Source: an optimization exercise on an open RTL-to-GDS flow (aim: small area, a short achievable clock period and few clock cycles). Production flows keep margins and buffers that such runs may drop.
In this exercise RTL edits were held to simulation tests only and were not proved equivalent to the original.
No activity file was given, so power comes from the tool's default toggle rates.

[flow/design.v]
`timescale 1ns / 1ps
module Proccessor(
    input         clk,
    input         reset,
    output [31:0] imem_addr,
    input  [31:0] imem_rdata,
    output [31:0] dmem_addr,
    output [31:0] dmem_wdata,
    output [3:0]  dmem_wstrb,
    input  [31:0] dmem_rdata
);
    reg         started;         
    reg  [31:2] pc;              
    reg  [31:0] ir;
    always @(posedge clk or posedge reset)
        if (reset) started <= 1'b0;
        else       started <= 1'b1;
    wire [4:0] opc = ir[6:2];
    wire [2:0] f3  = ir[14:12];
    wire [4:0] rs1a = ir[19:15];
    wire [4:0] rs2a = ir[24:20];
    wire [4:0] rda  = ir[11:7];
    wire is_lui   = opc == 5'b01101;
    wire is_auipc = opc == 5'b00101;
    wire is_jal   = opc == 5'b11011;
    wire is_jalr  = opc == 5'b11001;
    wire is_br    = opc == 5'b11000;
    wire is_load  = opc == 5'b00000;
    wire is_store = opc == 5'b01000;
    wire is_opi   = opc == 5'b00100;
    wire is_opr   = opc == 5'b01100;
    wire is_alu   = is_opi | is_opr;
    wire [31:0] imm_i = {{21{ir[31]}}, ir[30:20]};
    wire [31:0] imm_s = {{21{ir[31]}}, ir[30:25], ir[11:7]};
    wire [31:0] imm_b = {{20{ir[31]}}, ir[7], ir[30:25], ir[11:8], 1'b0};
    wire [31:0] imm_u = {ir[31:12], 12'b0};
    wire [31:0] imm_j = {{12{ir[31]}}, ir[19:12], ir[20], ir[30:21], 1'b0};
    wire        rf_we;
    wire [31:0] wb;
    wire [31:0] rfq [0:31];
    assign rfq[0] = 32'b0;
    genvar gi;
    generate
        for (gi = 1; gi < 32; gi = gi + 1) begin : g_rf
            reg [31:0] r;
            always @(posedge clk)
                if (rf_we && rda == gi) r <= wb;
            assign rfq[gi] = r;
        end
    endgenerate
    wire [31:0] rs1 = rfq[rs1a];
    wire [31:0] rs2 = rfq[rs2a];
    wire use_rs2 = is_opr | is_br;
    wire [31:0] opb = use_rs2 ? rs2 : (is_store ? imm_s : imm_i);
    wire do_sub = is_br | (is_alu & (f3 == 3'b010 || f3 == 3'b011)) |
                  (is_opr & f3 == 3'b000 & ir[30]);
    wire [31:0] opb_x = do_sub ? ~opb : opb;
    wire [32:0] sum = {1'b0, rs1} + {1'b0, opb_x} + {32'b0, do_sub};
    wire cf = sum[32];
    wire sf = sum[31];
    wire vf = (rs1[31] ^ opb_x[31] ^ sum[31] ^ cf);
    wire lt_s = sf ^ vf;
    wire lt_u = ~cf;
    wire        shl = ~f3[2];
    wire [4:0]  shamt = opb[4:0];
    wire [31:0] rs1_rev;
    wire [31:0] sh_r;
    wire [31:0] sh_rev;
    generate
        for (gi = 0; gi < 32; gi = gi + 1) begin : g_rev
            assign rs1_rev[gi] = rs1[31 - gi];
            assign sh_rev[gi]  = sh_r[31 - gi];
        end
    endgenerate
    wire [31:0] sh_in = shl ? rs1_rev : rs1;
    wire        sh_fill = ir[30] & rs1[31] & ~shl;
    wire [32:0] sh_full = $signed({sh_fill, sh_in}) >>> shamt;
    assign sh_r = sh_full[31:0];
    wire [31:0] sh_res = shl ? sh_rev : sh_r;
    reg [31:0] alu_res;
    always @(*) begin
        case (f3)
            3'b000: alu_res = sum[31:0];
            3'b001: alu_res = sh_res;
            3'b010: alu_res = {31'b0, lt_s};
            3'b011: alu_res = {31'b0, lt_u};
            3'b100: alu_res = rs1 ^ opb;
            3'b101: alu_res = sh_res;
            3'b110: alu_res = rs1 | opb;
            default: alu_res = rs1 & opb;
        endcase
    end
    wire eq = rs1 == rs2;
    reg  br_cond;
    always @(*) begin
        case (f3)
            3'b000: br_cond = eq;
            3'b001: br_cond = ~eq;
            3'b100: br_cond = lt_s;
            3'b101: br_cond = ~lt_s;
            3'b110: br_cond = lt_u;
            3'b111: br_cond = ~lt_u;
            default: br_cond = 1'b0;
        endcase
    end
    wire [31:0] pc_imm = is_jal ? imm_j : (is_br ? imm_b : imm_u);
    wire [31:0] pc_t = {pc, 2'b00} + pc_imm;
    wire [31:2] pc_4 = pc + 30'd1;
    wire        take = is_jal | (is_br & br_cond);
    wire [31:0] next_pc = ~started ? 32'b0 :
                          is_jalr ? {sum[31:1], 1'b0} :
                          take    ? pc_t : {pc_4, 2'b00};
    assign imem_addr = next_pc;
    always @(posedge clk) begin
        ir <= imem_rdata;
        pc <= next_pc[31:2];
    end
    wire [1:0] lo = sum[1:0];
    assign dmem_addr = sum[31:0];
    assign dmem_wdata = f3[1] ? rs2 : f3[0] ? {2{rs2[15:0]}} : {4{rs2[7:0]}};
    wire [3:0] st_mask = f3[1] ? 4'b1111 :
                         f3[0] ? (lo[1] ? 4'b1100 : 4'b0011) :
                                 (4'b0001 << lo);
    assign dmem_wstrb = (started & is_store) ? st_mask : 4'b0000;
    wire [31:0] rsh = dmem_rdata >> {lo, 3'b000};
    wire [31:0] ld = f3[1] ? dmem_rdata :
                     f3[0] ? {{16{rsh[15] & ~f3[2]}}, rsh[15:0]} :
                             {{24{rsh[7] & ~f3[2]}}, rsh[7:0]};
    assign wb = is_alu   ? alu_res :
                is_load  ? ld :
                is_lui   ? imm_u :
                is_auipc ? pc_t : {pc_4, 2'b00};
    assign rf_we = started & (is_alu | is_load | is_lui | is_auipc | is_jal | is_jalr) &
                   (rda != 5'd0);
endmodule
[flow/run.sh]
#!/bin/bash
# synth_recipe.tcl (not shown) runs the flow's synth.tcl, then flattens the netlist and writes it again
# the make line also repeats each setting of config.mk as NAME=value (left out here)
make -C /OpenROAD-flow-scripts/flow DESIGN_CONFIG=/design/flow/config.mk WORK_HOME=/design/flow/orfs CLKGATE_MAP_FILE= SYNTH_SCRIPT=/design/flow/synth_recipe.tcl finish
[flow/config.mk]
export PLATFORM = sky130hd
export DESIGN_NAME = Proccessor
export DESIGN_NICKNAME = Proccessor
export VERILOG_FILES = /design/flow/design.v
export SDC_FILE = /design/flow/constraint.sdc
export NUM_CORES = 4
export LEC_CHECK = 0
export CAP_MARGIN = 20
export CORE_MARGIN = 2
export CORE_UTILIZATION = 30
export PLACE_DENSITY = 0.35
export SLEW_MARGIN = 20
[flow/constraint.sdc]
create_clock -name core_clock -period 18.0 [get_ports {clk}]
set_input_delay 3.6000 -clock core_clock [delete_from_list [all_inputs] [get_ports {clk}]]
set_output_delay 3.6000 -clock core_clock [all_outputs]
set_load 0.01 [all_outputs]
==> results.rst, run 1 <==
.. list-table::
   :header-rows: 1

   * - Metric
     - Value
   * - Peak per-stage delay on the critical path
     - 700 ps
   * - Clock network power share
     - 39.3%
   * - Total Wirelength
     - 392 mm
   * - Largest net degree at the start of global routing
     - 54
   * - Storage cell area
     - 0.0310 mm^2
   * - Clock transition at path regs
     - 60 ps
   * - Clock Skews
     - 54.8 ps
   * - Largest area contributor in the netlist
     - sky130_fd_sc_hd__edfxtp_1
   * - Number of port buffers
     - 162
   * - Count of pins on the block boundary
     - 166
   * - Summed negative setup slack over all endpoints
     - 0 ps
   * - Detailed router's first-iteration violation count
     - 9123
   * - Measured slew at the worst slew-check pin
     - 1310 ps
   * - Pwr/cell area
     - 101 mW/mm^2
   * - Max IR drop VDD
     - 0.0947 mV
   * - Met1 demand-to-capacity share in global routing
     - 49.6%
   * - Number of library cell types mapped by synthesis
     - 106
   * - Cell-internal power
     - 4.70 mW
   * - Fraction of met3 tracks used by global routing
     - 9.31%
   * - Detailed-route wire length per cell
     - 49.5 um
   * - Number of nets with antenna violations after detailed routing
     - 0
   * - Core ar.
     - 0.190 mm^2
   * - Buf+Inv Stages, Crit Path
     - 7
   * - Number of non-filler instances in the completed layout
     - 7926
   * - Critical path's top delay family
     - compound AO/OA/AOI/OAI gates
   * - Largest cells by area after synthesis
     - sky130_fd_sc_hd__edfxtp_1 (52%), sky130_fd_sc_hd__a22oi_1 (6.9%), sky130_fd_sc_hd__and3_1 (4.4%)
   * - Combinational cell fraction of total power
     - 20.9%
   * - First-pass GRT wire length
     - 506 mm
   * - Worst setup path category
     - flop to primary output
   * - Cell depth of the worst setup path
     - 28
   * - CTS H-tree depth
     - 4
   * - Final Hold Fails
     - 0
   * - Length of the first detailed-routing pass in iterations
     - 7
   * - Remaining global-route overflow
     - 0
   * - Num CTS Buffers
     - 132
   * - Final critical-path setup slack
     - 2980 ps
   * - Effective utilization at floorplan
     - 30.2%
   * - Inst Count DP
     - 7672
   * - Total of endpoints with negative setup slack in the final report
     - 0
   * - Multi-input gate area
     - 0.0250 mm^2
   * - Sequential share of power
     - 39.8%
   * - Area of all placed cells without fillers
     - 0.0679 mm^2
   * - Remaining design rule violation count
     - 0
   * - Crit end category
     - primary output
   * - Routed via count
     - 54300
   * - Hold/Removal Path Class
     - flop to flop
   * - Critical-path cell with the highest stage delay
     - sky130_fd_sc_hd__dfxtp_1
   * - Post-Syn Area
     - 0.0574 mm^2
   * - Synth Warn #
     - 1
   * - Floorplan die width
     - 442 um
   * - Net switching power figure
     - 2.19 mW
   * - Total of max-cap violations
     - 0
   * - Post-CTS setup buffer count
     - 0
   * - Average size of a mapped cell
     - 11.2 um^2
   * - Peak-usage layer in the global routing report
     - met2
   * - Post-route fraction of the period consumed by the critical path
     - 83.4%
   * - Fin crit period
     - 15020 ps
   * - Post-CTS resize count
     - 0
   * - Die Outline Area
     - 0.195 mm^2
   * - Peak clock frequency supported by timing
     - 66.6 MHz
   * - Worst Reg2Reg Path Length in Cells
     - 27
   * - Run status
     - complete, no violations
   * - Max Fanout on Critical Path
     - 40
   * - Post-Place Cell Area
     - 0.0636 mm^2
   * - Required arrival time at the worst endpoint
     - 14400 ps
   * - Number of nets in the final layout
     - 5488
   * - Master cell of the clock root buffer
     - sky130_fd_sc_hd__clkbuf_16
   * - Area grow syn2layout
     - 18.2%
   * - Count of flip-flops with a built-in enable after synthesis
     - 992
   * - Fraction of layout cells with a size suffix above 1
     - 13.6%
   * - Proportion of netlist area held by the largest area contributor
     - 51.9%
   * - Vias in the first global route
     - 50600
   * - Source-to-sink clock delay at the later pin of the worst-skew pair
     - 840 ps
   * - Max clock buf depth
     - 3
   * - Setup crit start kind
     - flop
   * - Final Slew Violations
     - 0
   * - Syn Nets
     - 5309
   * - Mapped Cells
     - 5116
   * - Remaining max-slew budget at the tightest pin
     - 11.1%
   * - Met2 layer usage reported by global route
     - 60.3%
   * - Crit path top cell by count
     - sky130_fd_sc_hd__buf_4
   * - Filler cell count
     - 18900
   * - Flip-flop and latch count after synthesis
     - 1053
   * - Worst slack at placement
     - 4020 ps
   * - Tot GR Track Use
     - 39.3%
   * - Most common flop cell mapped by yosys
     - sky130_fd_sc_hd__edfxtp_1
   * - Sw frac
     - 31.8%
   * - Utilization after layout
     - 35.7%
   * - HPWL Detailed
     - 250 mm
   * - Rows
     - 160
   * - Total of hold buffers inserted after clock tree synthesis
     - 0
   * - Post-synthesis sequential area ratio
     - 54.0%
   * - TritonCTS Sinks
     - 1053
   * - Number of antenna violations at the first check in global routing
     - 33
   * - Arrival time worst endpoint
     - 11420 ps
   * - Via density per instance
     - 6.85
   * - Hold depth
     - 3
   * - Leak pwr
     - 24.7 nW
   * - Die height
     - 442 um
   * - TritonCTS clock tree
     - done
   * - Unrepaired setup endpoints after global routing
     - no
   * - Weighted congestion reported at the end of routability-driven placement
     - 0.955
   * - Synth async-reset ratio
     - 0.0950%
worst register-to-register path, delay by kind of cell (launching register included):
family                   cells  cell delay, ps
multiplexers                 3            1300
flip-flops                   1             700
AO/OA/AOI/OAI               11            3300
AND/OR/NAND/NOR              6            1930
adder cells (fa/ha/maj)      1             470
buffers and inverters        6            2280
layout by cell type (no fill, tap or decap), types with 19 or more instances in the layout:
cell,count
sky130_fd_sc_hd__a2111oi_0,103
sky130_fd_sc_hd__a211oi_1,28
sky130_fd_sc_hd__a21o_1,50
sky130_fd_sc_hd__a21oi_1,197
sky130_fd_sc_hd__a221oi_1,56
sky130_fd_sc_hd__a222oi_1,21
sky130_fd_sc_hd__a22o_1,40
sky130_fd_sc_hd__a22oi_1,524
sky130_fd_sc_hd__a31oi_1,27
sky130_fd_sc_hd__a32oi_1,24
sky130_fd_sc_hd__and3_1,406
sky130_fd_sc_hd__buf_4,301
sky130_fd_sc_hd__clkbuf_1,30
sky130_fd_sc_hd__clkbuf_16,139
sky130_fd_sc_hd__clkdlybuf4s50_1,162
sky130_fd_sc_hd__clkinv_1,21
sky130_fd_sc_hd__clkinv_2,21
sky130_fd_sc_hd__dfxtp_1,50
sky130_fd_sc_hd__diode_2,19
sky130_fd_sc_hd__edfxtp_1,992
sky130_fd_sc_hd__ha_1,125
sky130_fd_sc_hd__inv_1,110
sky130_fd_sc_hd__mux2i_1,99
sky130_fd_sc_hd__mux4_2,23
sky130_fd_sc_hd__nand2_1,233
sky130_fd_sc_hd__nand2b_1,19
sky130_fd_sc_hd__nand3_1,338
sky130_fd_sc_hd__nand3b_1,20
sky130_fd_sc_hd__nand4_1,136
sky130_fd_sc_hd__nor2_1,200
sky130_fd_sc_hd__nor2_4,92
sky130_fd_sc_hd__nor3_1,39
sky130_fd_sc_hd__nor4_1,24
sky130_fd_sc_hd__o21a_1,19
sky130_fd_sc_hd__o21ai_0,119
sky130_fd_sc_hd__o22ai_1,34
sky130_fd_sc_hd__or4_1,47
sky130_fd_sc_hd__xnor2_1,102
sky130_fd_sc_hd__xor2_1,47
cell type report:
type | count | area share [%]
Clock inverter | 63 | 0.901
Sequential cell | 1053 | 45.7
Timing Repair Buffer | 468 | 5.87
Clock buffer | 172 | 5.35
Multi-Input combinational cell | 3522 | 36.8
Inverter | 118 | 0.654
Tap cell | 2511 | 4.63
Antenna cell | 19 | 0.0701
cell usage after synthesis, types with 33 or more instances:
library cell,count
sky130_fd_sc_hd__edfxtp_1,992
sky130_fd_sc_hd__a22oi_1,524
sky130_fd_sc_hd__and3_1,408
sky130_fd_sc_hd__nand3_1,338
sky130_fd_sc_hd__nor2_1,289
sky130_fd_sc_hd__clkbuf_1,258
sky130_fd_sc_hd__nand2_1,233
sky130_fd_sc_hd__a21oi_1,202
sky130_fd_sc_hd__nand4_1,136
sky130_fd_sc_hd__ha_1,125
sky130_fd_sc_hd__o21ai_0,121
sky130_fd_sc_hd__inv_1,112
sky130_fd_sc_hd__a2111oi_0,105
sky130_fd_sc_hd__xnor2_1,103
sky130_fd_sc_hd__mux2i_1,99
sky130_fd_sc_hd__buf_2,97
sky130_fd_sc_hd__dfxtp_1,60
sky130_fd_sc_hd__a221oi_1,56
sky130_fd_sc_hd__a21o_1,50
sky130_fd_sc_hd__or4_1,47
sky130_fd_sc_hd__xor2_1,47
sky130_fd_sc_hd__nor3_1,42
sky130_fd_sc_hd__a22o_1,40
sky130_fd_sc_hd__o22ai_1,35
sky130_fd_sc_hd__buf_1,33
layer usage:
metal / vias up / routed length (um)
li1: 20800 / -
met1: 28000 / 149000
met2: 4309 / 172000
met3: 1149 / 41200
met4: 6 / 30000
met5: - / 46
cell families after synthesis:
group,share of synthesized area (%)
flip-flops,54.0
AND/OR/NAND/NOR,15.7
AO/OA/AOI/OAI,18.2
XOR/XNOR,2.34
adder cells (fa/ha/maj),2.79
other,0.0131
buffers and inverters,4.09
multiplexers,2.89
worst paths after layout:
check	from	end	slack (ps)
max	ir[22]	imem_addr[17]	2980
min	started	pc[30]	810
max reg2reg	ir[22]	pc[17]	7890
min reg2reg	started	pc[30]	810
max in group asynchronous	reset	started	14980
min in group asynchronous	reset	started	2930
metrics by stage:
stage	hold slack [ps]	power, mW
after CTS	816	6.86
after detailed placement	804	4.19
after global routing	858	7.02
after global placement	805	4.19
after floorplan	681	3.41
final	809	6.89
sequential cells by signal, indices dropped and copies added, names as in the netlist:
signal / count
started: 1
ir: 30
g_rf.r: 992
pc: 30
power by group through the flow:
| stage | registers, mW | clock network [mW] | logic [mW] |
|---|---|---|---|
| 2_1_floorplan | 2.78 | 0 | 0.633 |
| 3_3_place_gp | 2.79 | 0 | 1.40 |
| 3_5_place_dp | 2.79 | 0 | 1.40 |
| 4_1_cts | 2.74 | 2.72 | 1.40 |
| 5_1_grt | 2.74 | 2.81 | 1.47 |
| 6_report | 2.74 | 2.71 | 1.44 |
Testbench counts, summed over its fixed seeds: cycles 50,846.
==> run 2, diff against run 1 <==
--- a/flow/design.v
+++ b/flow/design.v
@@ -50,4 +50,11 @@
     endgenerate
-    wire [31:0] rs1 = rfq[rs1a];
-    wire [31:0] rs2 = rfq[rs2a];
+    wire [4:0]  f_rs1 = imem_rdata[19:15];
+    wire [4:0]  f_rs2 = imem_rdata[24:20];
+    wire        byp1 = rf_we & (rda == f_rs1);
+    wire        byp2 = rf_we & (rda == f_rs2);
+    reg  [31:0] rs1, rs2;
+    always @(posedge clk) begin
+        rs1 <= byp1 ? wb : rfq[f_rs1];
+        rs2 <= byp2 ? wb : rfq[f_rs2];
+    end
     wire use_rs2 = is_opr | is_br;
==> run 2 against run 1 <==
  * Still clean
  * Utilization up 0.069 points
  * Maximum frequency up 27%
  * Via count down 2.6%
  * Clock skew down 19 ps
  * Cell count down 2.8%
  * Synthesized cell count down 4.1%
  * Highest routed layer unchanged
==> results.rst, run 2 <==
.. list-table::
   :header-rows: 1

   * - Metric
     - Value
   * - Run status
     - complete, no violations
   * - Register bank with the most flops
     - g_rf.r
   * - Detailed router's first-iteration violation count
     - 8651
   * - Worst reg2reg path endpoint
     - g_rf[28].r[25]
   * - Setup crit start kind
     - flop
   * - Largest area contributor in the netlist
     - sky130_fd_sc_hd__edfxtp_1
   * - Flip-flop and latch count after synthesis
     - 1117
   * - Inst Count DP
     - 7456
   * - Total of endpoints with negative setup slack in the final report
     - 0
   * - Remaining global-route overflow
     - 0
   * - Count of flip-flops with a built-in enable after synthesis
     - 992
   * - Post-synthesis share of cell area spent on full adders, half adders and majority gates
     - 2.81%
   * - Max clock buf depth
     - 3
   * - Most common flop cell mapped by yosys
     - sky130_fd_sc_hd__edfxtp_1
   * - Final Slew Violations
     - 0
   * - Num CTS Buffers
     - 134
   * - Timing startpoint of the critical path
     - ir[3]
   * - Arrival time worst endpoint
     - 8180 ps
   * - CTS H-tree depth
     - 4
   * - Number of nets in the final layout
     - 5275
   * - Synth Warn #
     - 1
   * - Multiplexer share of the synthesized area
     - 1.72%
   * - Area grow syn2layout
     - 18.3%
   * - Die Outline Area
     - 0.196 mm^2
   * - Number of non-filler instances in the completed layout
     - 7704
   * - Register-to-register setup slack
     - 10620 ps
   * - Total of hold buffers inserted after clock tree synthesis
     - 0
   * - Fraction of synthesized cell area in xor and xnor cells
     - 2.34%
   * - Fraction of the mapped netlist area in simple logic gates
     - 9.51%
   * - Met3 Routed Length
     - 34.9 mm
   * - Post-CTS setup buffer count
     - 0
   * - Synthesized-area fraction occupied by ao, oa, aoi and oai cells
     - 24.1%
   * - Uppermost layer routed
     - met5
   * - Largest net degree at the start of global routing
     - 56
   * - Power Total
     - 7.19 mW
   * - Effective utilization at floorplan
     - 30.2%
   * - Summed negative setup slack over all endpoints
     - 0 ps
   * - Hold/Removal Path Class
     - flop to flop
   * - Post-synthesis sequential area ratio
     - 56.0%
   * - Met2 wire length
     - 169 mm
   * - Max Fanout on Critical Path
     - 50
   * - Most frequent cells in the layout
     - sky130_fd_sc_hd__edfxtp_1 (992), sky130_fd_sc_hd__a22oi_1 (354), sky130_fd_sc_hd__a221oi_1 (294), sky130_fd_sc_hd__a22o_1 (288), sky130_fd_sc_hd__buf_4 (257)
   * - Total of max-cap violations
     - 0
   * - TritonCTS Sinks
     - 1117
   * - Synth async-reset ratio
     - 0.0895%
   * - Measured slew at the worst slew-check pin
     - 1340 ps
   * - Pwr/cell area
     - 105 mW/mm^2
   * - Detailed-route wire length per cell
     - 48.5 um
   * - Length of the first detailed-routing pass in iterations
     - 8
   * - Proportion of netlist area held by the largest area contributor
     - 51.7%
   * - Tot GR Track Use
     - 36.9%
   * - Largest cells by area after synthesis
     - sky130_fd_sc_hd__edfxtp_1 (52%), sky130_fd_sc_hd__a22oi_1 (4.6%), sky130_fd_sc_hd__a221oi_1 (4.5%)
   * - Worst slack at placement
     - 7140 ps
   * - Weighted congestion reported at the end of routability-driven placement
     - 0.974
   * - Top Registers
     - g_rf.r: 992 flops, rs1: 32 flops, rs2: 32 flops
   * - Peak clock frequency supported by timing
     - 84.9 MHz
   * - Average size of a mapped cell
     - 11.8 um^2
   * - Combinational family with the most area after synthesis
     - compound AO/OA/AOI/OAI gates
   * - Remaining max-slew budget at the tightest pin
     - 9.64%
   * - Routed via count
     - 52900
   * - Crit end category
     - primary output
   * - Post-CTS resize count
     - 0
   * - Total Wirelength
     - 374 mm
   * - First-pass GRT wire length
     - 486 mm
   * - Source-to-sink clock delay at the later pin of the worst-skew pair
     - 820 ps
   * - Worst Reg2Reg Path Length in Cells
     - 17
   * - Start of the worst register-to-register path
     - ir[6]
   * - Metal-1 WL
     - 145 mm
   * - Master cell of the clock root buffer
     - sky130_fd_sc_hd__clkbuf_16
   * - Clock transition at path regs
     - 60 ps
   * - Utilization after layout
     - 35.8%
   * - Min-Delay Endpoint
     - rs1[19]
   * - Post-Syn Area
     - 0.0576 mm^2
   * - Worst setup path category
     - flop to primary output
   * - Syn Nets
     - 5098
   * - Die height
     - 442 um
   * - Fraction of layout cells with a size suffix above 1
     - 12.9%
   * - Most common cell after layout, fill and taps aside
     - sky130_fd_sc_hd__edfxtp_1
   * - Number of port buffers
     - 162
   * - Cell with the most instances after synthesis
     - sky130_fd_sc_hd__edfxtp_1
   * - Required arrival time at the worst endpoint
     - 14400 ps
   * - Number of nets with antenna violations after detailed routing
     - 0
   * - HPWL Detailed
     - 233 mm
   * - Number of antenna violations at the first check in global routing
     - 22
   * - HP Start
     - g_rf[25].r[19]
   * - Leak pwr
     - 22.8 nW
   * - Via density per instance
     - 6.87
   * - Fin crit period
     - 11780 ps
   * - Unrepaired setup endpoints after global routing
     - no
   * - Count of pins on the block boundary
     - 166
   * - Flip-flop count of the largest register, all copies and words added
     - 992
   * - Remaining design rule violation count
     - 0
   * - Final critical-path setup slack
     - 6220 ps
   * - Synth cell count leaders
     - sky130_fd_sc_hd__edfxtp_1 (992), sky130_fd_sc_hd__a22oi_1 (355), sky130_fd_sc_hd__a221oi_1 (294)
   * - Post-route fraction of the period consumed by the critical path
     - 65.4%
   * - Max IR drop VDD
     - 0.0798 mV
   * - Clock Skews
     - 35.6 ps
   * - Floorplan die width
     - 442 um
   * - Mapped Cells
     - 4904
   * - Core ar.
     - 0.191 mm^2
   * - Hold depth
     - 4
   * - Number of library cell types mapped by synthesis
     - 111
   * - Vias in the first global route
     - 49800
   * - TritonCTS clock tree
     - done
   * - Final Hold Fails
     - 0
   * - Rows
     - 160
-- run 2: per-stage QoR --
stage	hold WS, ps	cell area (um^2)
after floorplan	583	57600
after global routing	721	68100
after detailed placement	686	63700
after CTS	694	68100
final	693	68100
after global placement	676	63700
-- run 2: cell type report --
| class | count | area (um^2) |
|---|---|---|
| clock inverters | 71 | 688 |
| well taps | 2511 | 3140 |
| repair buffers | 424 | 3640 |
| inverters | 102 | 388 |
| diodes | 7 | 17.5 |
| fillers | 18800 | 122000 |
| clock buffers | 170 | 3700 |
| multi-input cells | 3302 | 24300 |
| flip-flops and latches | 1117 | 32300 |
-- run 2: critical path: stages, from the launching register on --
cell and delay [ps]:
sky130_fd_sc_hd__dfxtp_1 810, sky130_fd_sc_hd__or3_1 330, sky130_fd_sc_hd__nor2_4 120, sky130_fd_sc_hd__a31oi_4 450, sky130_fd_sc_hd__buf_4 510, sky130_fd_sc_hd__nand2_1 120
sky130_fd_sc_hd__and2_1 200, sky130_fd_sc_hd__fa_1 450, sky130_fd_sc_hd__a211oi_1 250, sky130_fd_sc_hd__o21bai_1 210, sky130_fd_sc_hd__o41ai_4 500, sky130_fd_sc_hd__a211oi_2 180
sky130_fd_sc_hd__o21ai_1 280, sky130_fd_sc_hd__a211oi_1 140, sky130_fd_sc_hd__o311ai_2 610, sky130_fd_sc_hd__nand2_2 60, sky130_fd_sc_hd__buf_4 350, sky130_fd_sc_hd__o311ai_0 1010
sky130_fd_sc_hd__clkdlybuf4s50_1 710
-- run 2: worst max path at each step --
stage	to	slack, ps	depth (start not counted)
finish	imem_addr[31]	6220	18
floorplan	imem_addr[15]	9630	19
CTS	imem_addr[31]	6230	18
global route	imem_addr[31]	5930	18
detailed placement	imem_addr[31]	7140	18
global placement	imem_addr[31]	7160	18
-- run 2: kinds of logic (layout without fill, tap and decap cells) --
logic type / count (synthesis) / in the layout
adder cells (fa/ha/maj): 128 / 128
buffers and inverters: 485 / 767
multiplexers: 90 / 90
AO/OA/AOI/OAI: 1830 / 1830
flip-flops: 1117 / 1117
AND/OR/NAND/NOR: 1100 / 1100
XOR/XNOR: 152 / 152
other: 2 / 9
-- run 2: power by group --
part | switching (mW) | internal [mW] | total (mW)
Sequential | 0.0896 | 2.89 | 2.98
Combinational | 0.983 | 0.432 | 1.42
Clock | 1.18 | 1.61 | 2.79
Total | 2.25 | 4.94 | 7.19
-- run 2: per-layer routing --
metal / global-route usage, % / vias up
met5: 0 / -
met3: 7.74 / 952
li1: - / 20500
met1: 46.8 / 27500
met4: 20.5 / 8
met2: 58.7 / 3985
Testbench counts of run 2, summed over its fixed seeds: cycles 50,846.

port drivers added, routing unchanged:
How much do the figures lean on ideal ports? The routed layouts below were timed once more, with nothing changed but the port constraints. Step 1 assumes that a clkbuf_16 drives the clock port and a buf_2 every other input. Step 2 times the ports against the registers' clock, not the clock port: input delays grow and output delays shrink by t, the midpoint of the rising clock arrivals with the driver on. Three values: ideal ports, drivers, drivers and shift; two values: the first two.
run	t (ns)	setup WS [ns]	latest minus earliest clock arrival (ns)
run 1	0.905	2.982 / 2.894 / 3.798	0.055 / 0.055
run 2	0.885	6.221 / 6.138 / 7.023	0.036 / 0.035
After both steps setup and hold are still met in every run listed.
